Background: an optimization exercise with open tools, aiming at small area and a short achievable clock period. Do not read the settings as production practice. Function was checked by simulation only, so behaviour that the tests miss may differ from the original.

P:
## hb_filter
module hb_filter(input logic clk,
                 input logic reset_n,
                 input logic signed [15:0] x_in,
                 output logic signed [15:0] y_out);
Size: about 2000 cells after synthesis, ~34 I/O pins, roughly 31000 um^2 of cells after synthesis.
export LEC_CHECK = 0
export CAP_MARGIN = 20
export CORE_MARGIN = 2
export CORE_UTILIZATION = 40
export SLEW_MARGIN = 20
create_clock -name core_clock -period 16.0 [get_ports {clk}]
standard.sh (not shown) runs the stock make flow with config.mk's settings and CLKGATE_MAP_FILE= SYNTH_SCRIPT=/design/flow/synth_recipe.tcl, a recipe that flattens the netlist after the stock synthesis.
==> flow/flow/run.sh <==
#!/bin/bash
# Standard layout; synthesis skips Yosys's early "abc -fast" so that the full-adder
# trees written in the RTL reach extract_fa unchanged; repair aims at a large setup margin.
set -euo pipefail
bash standard.sh SYNTH_ARGS=-noabc SETUP_SLACK_MARGIN=11.65 CORE_UTILIZATION=55 GPL_ROUTABILITY_DRIVEN=0 CTS_CLUSTER_SIZE=25 CTS_CLUSTER_DIAMETER=90 finish > standard.log 2>&1
[inputs] Q vs P
==> flow/flow/run.sh <==
#!/bin/bash
# Standard layout; synthesis skips Yosys's early "abc -fast" so that the full-adder
# trees written in the RTL reach extract_fa unchanged; repair aims at a large setup margin.
set -euo pipefail
bash standard.sh SYNTH_ARGS=-noabc SETUP_SLACK_MARGIN=11.65 CORE_UTILIZATION=55 PLACE_DENSITY=0.7 CTS_CLUSTER_SIZE=25 CTS_CLUSTER_DIAMETER=90 finish > standard.log 2>&1
--- outcome ---
Completing all stages was not enough for Q: its layout failed the final checks because of antenna rules.
A category of the most critical setup path of flip-flop to flip-flop is what Q shows, while flip-flop to output port belongs to P.
On design area, Q does worse than P.
Relative to P, setup slack on the worst flop-to-flop path decreased by 70 ps in Q.
Diff P -> Q: number of non-filler instances in the completed layout up about 0.3%; worst hold slack flat.
Relative to Q, the following input files were edited for R:
==> flow/flow/run.sh <==
#!/bin/bash
# Standard layout; synthesis skips Yosys's early "abc -fast" so that the full-adder
# trees written in the RTL reach extract_fa unchanged; repair aims at a large setup margin.
set -euo pipefail
bash standard.sh SYNTH_ARGS=-noabc SETUP_SLACK_MARGIN=11.55 CTS_CLUSTER_SIZE=20 CTS_CLUSTER_DIAMETER=80 finish > standard.log 2>&1
==> comparison <==
R went all the way through synthesis, placement and routing and the layout is clean on timing, DRC and antenna.
Largest fanout on the critical path, R and Q: higher on Q
Share of the final layout cell area in sequential cells: R < Q
The number of DRC markers in iteration 0 in R sits 78 above the value recorded for Q.
Compared R vs Q, and combined area of the multi-input logic cells is down in R.
[diff] wire length of the first global-routing pass, R relative to Q: regression
In the tables for R and Q, cell count along the critical path reads lower with R.
The inputs of S differ from those of R as listed below.
--- a/flow/flow/run.sh
+++ b/flow/flow/run.sh
@@ -4,2 +4,2 @@
 set -euo pipefail
-bash standard.sh SYNTH_ARGS=-noabc SETUP_SLACK_MARGIN=11.55 CTS_CLUSTER_SIZE=20 CTS_CLUSTER_DIAMETER=80 finish > standard.log 2>&1
+bash standard.sh SYNTH_ARGS=-noabc SETUP_SLACK_MARGIN=11.55 CORE_UTILIZATION=55 CTS_CLUSTER_SIZE=25 CTS_CLUSTER_DIAMETER=90 finish > standard.log 2>&1
[summary]
- Iteration-0 DRC count of the detailed router on S is ahead of R.
- Final standard cell area without fillers: S < R
- Going from R to S, critical path's largest stage delay decreased 30 ps; gate count of the mapped netlist saw little to no change; die area decreased 27%.
- NOTE: final wirelength in S falls short of that of R
- S improves on R in slack of the worst reg-to-reg path.
- From R to S the numbers moved as follows: total routing resource utilization after global routing moved up; setup slack now larger.
[inputs] T vs S
--- a/flow/flow/run.sh
+++ b/flow/flow/run.sh
@@ -4,2 +4,2 @@
 set -euo pipefail
-bash standard.sh SYNTH_ARGS=-noabc SETUP_SLACK_MARGIN=11.55 CORE_UTILIZATION=55 CTS_CLUSTER_SIZE=25 CTS_CLUSTER_DIAMETER=90 finish > standard.log 2>&1
+bash standard.sh SYNTH_ARGS=-noabc SETUP_SLACK_MARGIN=11.55 CORE_UTILIZATION=65 PLACE_DENSITY=0.75 CTS_CLUSTER_SIZE=20 CTS_CLUSTER_DIAMETER=80 finish > standard.log 2>&1
### Flow results
T closes out successfully: all stages finished, all timing, DRC and antenna checks passed. NOTE wire length of the first global-routing pass S->T decreased slightly. Changes observed in T relative to S: final-layout clock buffer total rose by 31%, final critical delay including setup and external delays stayed essentially flat, H-tree depth rose by 1. Global placement routability congestion, S and T, higher one = T. Re final number of max-transition violations: no difference whatsoever between T and S. Combined global-route utilization of all metal layers: T vs S up 3.5 points.

* * *

Setup of quartz:
Starting RTL as in the previous note.
// hb_filter
module hb_filter(input logic clk,
                 input logic reset_n,
                 input logic signed [15:0] x_in,
                 output logic signed [15:0] y_out);
Settings: LEC_CHECK=0, CAP_MARGIN=20, CORE_MARGIN=2, CORE_UTILIZATION=40, SLEW_MARGIN=20; clock period 16.0 ns.
==> flow/flow/run.sh <==
#!/bin/bash
# Standard layout; synthesis skips Yosys's early "abc -fast" so that the full-adder
# trees written in the RTL reach extract_fa unchanged; repair aims at a large setup margin.
set -euo pipefail
bash standard.sh SYNTH_ARGS=-noabc SETUP_SLACK_MARGIN=11.55 CORE_UTILIZATION=55 CTS_CLUSTER_SIZE=20 CTS_CLUSTER_DIAMETER=80 finish > standard.log 2>&1
diff inputs: quartz => juniper
-- flow/flow/run.sh --
<<< quartz, line 5
bash standard.sh SYNTH_ARGS=-noabc SETUP_SLACK_MARGIN=11.55 CORE_UTILIZATION=55 CTS_CLUSTER_SIZE=20 CTS_CLUSTER_DIAMETER=80 finish > standard.log 2>&1
>>> juniper, line 5
bash standard.sh SYNTH_ARGS=-noabc SETUP_SLACK_MARGIN=11.65 CORE_UTILIZATION=55 GPL_TIMING_DRIVEN=0 CTS_CLUSTER_SIZE=25 CTS_CLUSTER_DIAMETER=90 finish > standard.log 2>&1
Results
juniper and quartz ended up with nearly the same detailed-route wire length on metal 1. Going from quartz to juniper, area occupied by multi-input gates grows by about 1.6%. Going from quartz to juniper, the clock slew seen by the registers of the worst setup and hold paths was found to have gone up by 0.02 ns.
[inputs] harbor vs juniper
-- flow/flow/run.sh --
<<< juniper, line 5
bash standard.sh SYNTH_ARGS=-noabc SETUP_SLACK_MARGIN=11.65 CORE_UTILIZATION=55 GPL_TIMING_DRIVEN=0 CTS_CLUSTER_SIZE=25 CTS_CLUSTER_DIAMETER=90 finish > standard.log 2>&1
>>> harbor, line 5
bash standard.sh SYNTH_ARGS=-noabc SETUP_SLACK_MARGIN=11.7 CTS_CLUSTER_SIZE=20 CTS_CLUSTER_DIAMETER=80 finish > standard.log 2>&1
==> comparison <==
When the final numbers for harbor and juniper were put side by side, the total setup buffers inserted after CTS turned out to be smaller in harbor. The lower final cell area excluding filler cells of harbor and juniper is in juniper. harbor reports its startpoint of the worst setup timing path as taps[8][0] while juniper reports y_out[11].
#### Input delta (pepper over harbor)
-- flow/flow/run.sh --
<<< harbor, line 5
bash standard.sh SYNTH_ARGS=-noabc SETUP_SLACK_MARGIN=11.7 CTS_CLUSTER_SIZE=20 CTS_CLUSTER_DIAMETER=80 finish > standard.log 2>&1
>>> pepper, line 5
bash standard.sh SYNTH_ARGS=-noabc SETUP_SLACK_MARGIN=11.65 CORE_UTILIZATION=55 CTS_CLUSTER_SIZE=25 CTS_CLUSTER_DIAMETER=90 finish > standard.log 2>&1
Notes after the runs:
pepper vs. harbor: length of routed met2 wiring went down by 3400 um. Changes observed in pepper relative to harbor: buffers inserted during post-CTS setup optimization lost 10, total count of hold-check failures in the final report flat, maximum cell stage delay along the critical path shows a reduction of 0.23 ns. harbor reports its beginning of the critical path as taps[8][0] while pepper reports y_out[9]. Buffer count excluding the clock tree in the final layout in pepper is about 11% lower than in harbor. The global routing usage on met2 number comes out higher for pepper vs harbor.
Input changes introduced in garnet (baseline for comparison: pepper):
-- flow/flow/run.sh --
<<< pepper, line 5
bash standard.sh SYNTH_ARGS=-noabc SETUP_SLACK_MARGIN=11.65 CORE_UTILIZATION=55 CTS_CLUSTER_SIZE=25 CTS_CLUSTER_DIAMETER=90 finish > standard.log 2>&1
>>> garnet, line 5
bash standard.sh SYNTH_ARGS=-noabc SETUP_SLACK_MARGIN=11.65 CORE_UTILIZATION=55 CTS_CLUSTER_SIZE=20 CTS_CLUSTER_DIAMETER=80 finish > standard.log 2>&1
- No run among pepper and garnet stopped early or left any final violation; all are clean.
- Relative to pepper, total global routing track utilization has gone up in garnet.
- Worst hold slack: garnet vs pepper — no meaningful difference
- pepper -> garnet: final non-filler cell area flat
- garnet: first-iteration DRC count higher than pepper
Input changes introduced in nickel (baseline for comparison: garnet):
-- flow/flow/run.sh --
<<< garnet, line 5
bash standard.sh SYNTH_ARGS=-noabc SETUP_SLACK_MARGIN=11.65 CORE_UTILIZATION=55 CTS_CLUSTER_SIZE=20 CTS_CLUSTER_DIAMETER=80 finish > standard.log 2>&1
>>> nickel, line 5
bash standard.sh SYNTH_ARGS=-noabc SETUP_SLACK_MARGIN=11.6 CORE_UTILIZATION=55 CTS_CLUSTER_SIZE=25 CTS_CLUSTER_DIAMETER=90 finish > standard.log 2>&1
==> summary.txt <==
Diff nickel..garnet | area share of buffers outside the clock network | negligible
On all-layer global routing usage, the lower figure sits with nickel, not garnet.
Changes observed in nickel relative to garnet: final critical delay including setup and external delays +0.070 ns, overall via count from detail_route -179.
From garnet to nickel the numbers moved as follows: multi-input combinational area share climbed 0.21 points, clock latency on the worst-skew pair went up 0.02 ns.
Diff nickel..garnet | cell area after technology mapping | unchanged
Lower final cell utilization of the core was reported by nickel, not garnet.

==> port drivers added, routing unchanged <==
The flow's constraints put no driver on any port. The routed layouts listed below were extracted and timed again, unchanged, in two steps.
Step 1 sets driving cells, clkbuf_16 on the clock port and buf_2 on the other inputs (assumed; they add their load-dependent delay and slew).
Step 2 adds t to the input delays and takes it off the output delays; t is the mean of the earliest and latest rising clock arrival at the registers after step 1. Input paths then give back, and output paths get back, about the clock's delay inside the block.
Three values: ideal, step 1, step 2; two values: the first two.
| run | t (ns) | setup WS [ns] | hold WS [ns] |
|---|---|---|---|
| P | 0.669 | 11.719 / 11.659 / 11.318 | 0.334 / 0.334 / 0.334 |
| Q | 0.665 | 11.663 / 11.663 / 11.285 | 0.336 / 0.336 / 0.336 |
| R | 0.648 | 11.596 / 11.535 / 11.096 | 0.327 / 0.327 / 0.327 |
| S | 0.662 | 11.608 / 11.548 / 11.274 | 0.344 / 0.344 / 0.344 |
| T | 0.631 | 11.608 / 11.585 / 11.503 | 0.326 / 0.326 / 0.326 |
| quartz | 0.631 | 11.610 / 11.553 / 11.264 | 0.343 / 0.343 / 0.343 |
| juniper | 0.635 | 11.691 / 11.629 / 11.403 | 0.330 / 0.330 / 0.330 |
| harbor | 0.650 | 11.689 / 11.681 / 11.250 | 0.328 / 0.328 / 0.328 |
| pepper | 0.663 | 11.730 / 11.671 / 11.387 | 0.344 / 0.344 / 0.344 |
| garnet | 0.633 | 11.700 / 11.643 / 11.376 | 0.342 / 0.342 / 0.342 |
| nickel | 0.663 | 11.631 / 11.593 / 11.274 | 0.342 / 0.342 / 0.342 |
For R, which loses most, drivers alone change the setup slack by -0.061 ns; drivers and shift together by -0.500 ns. The worst setup slack also covers recovery checks on asynchronous resets.
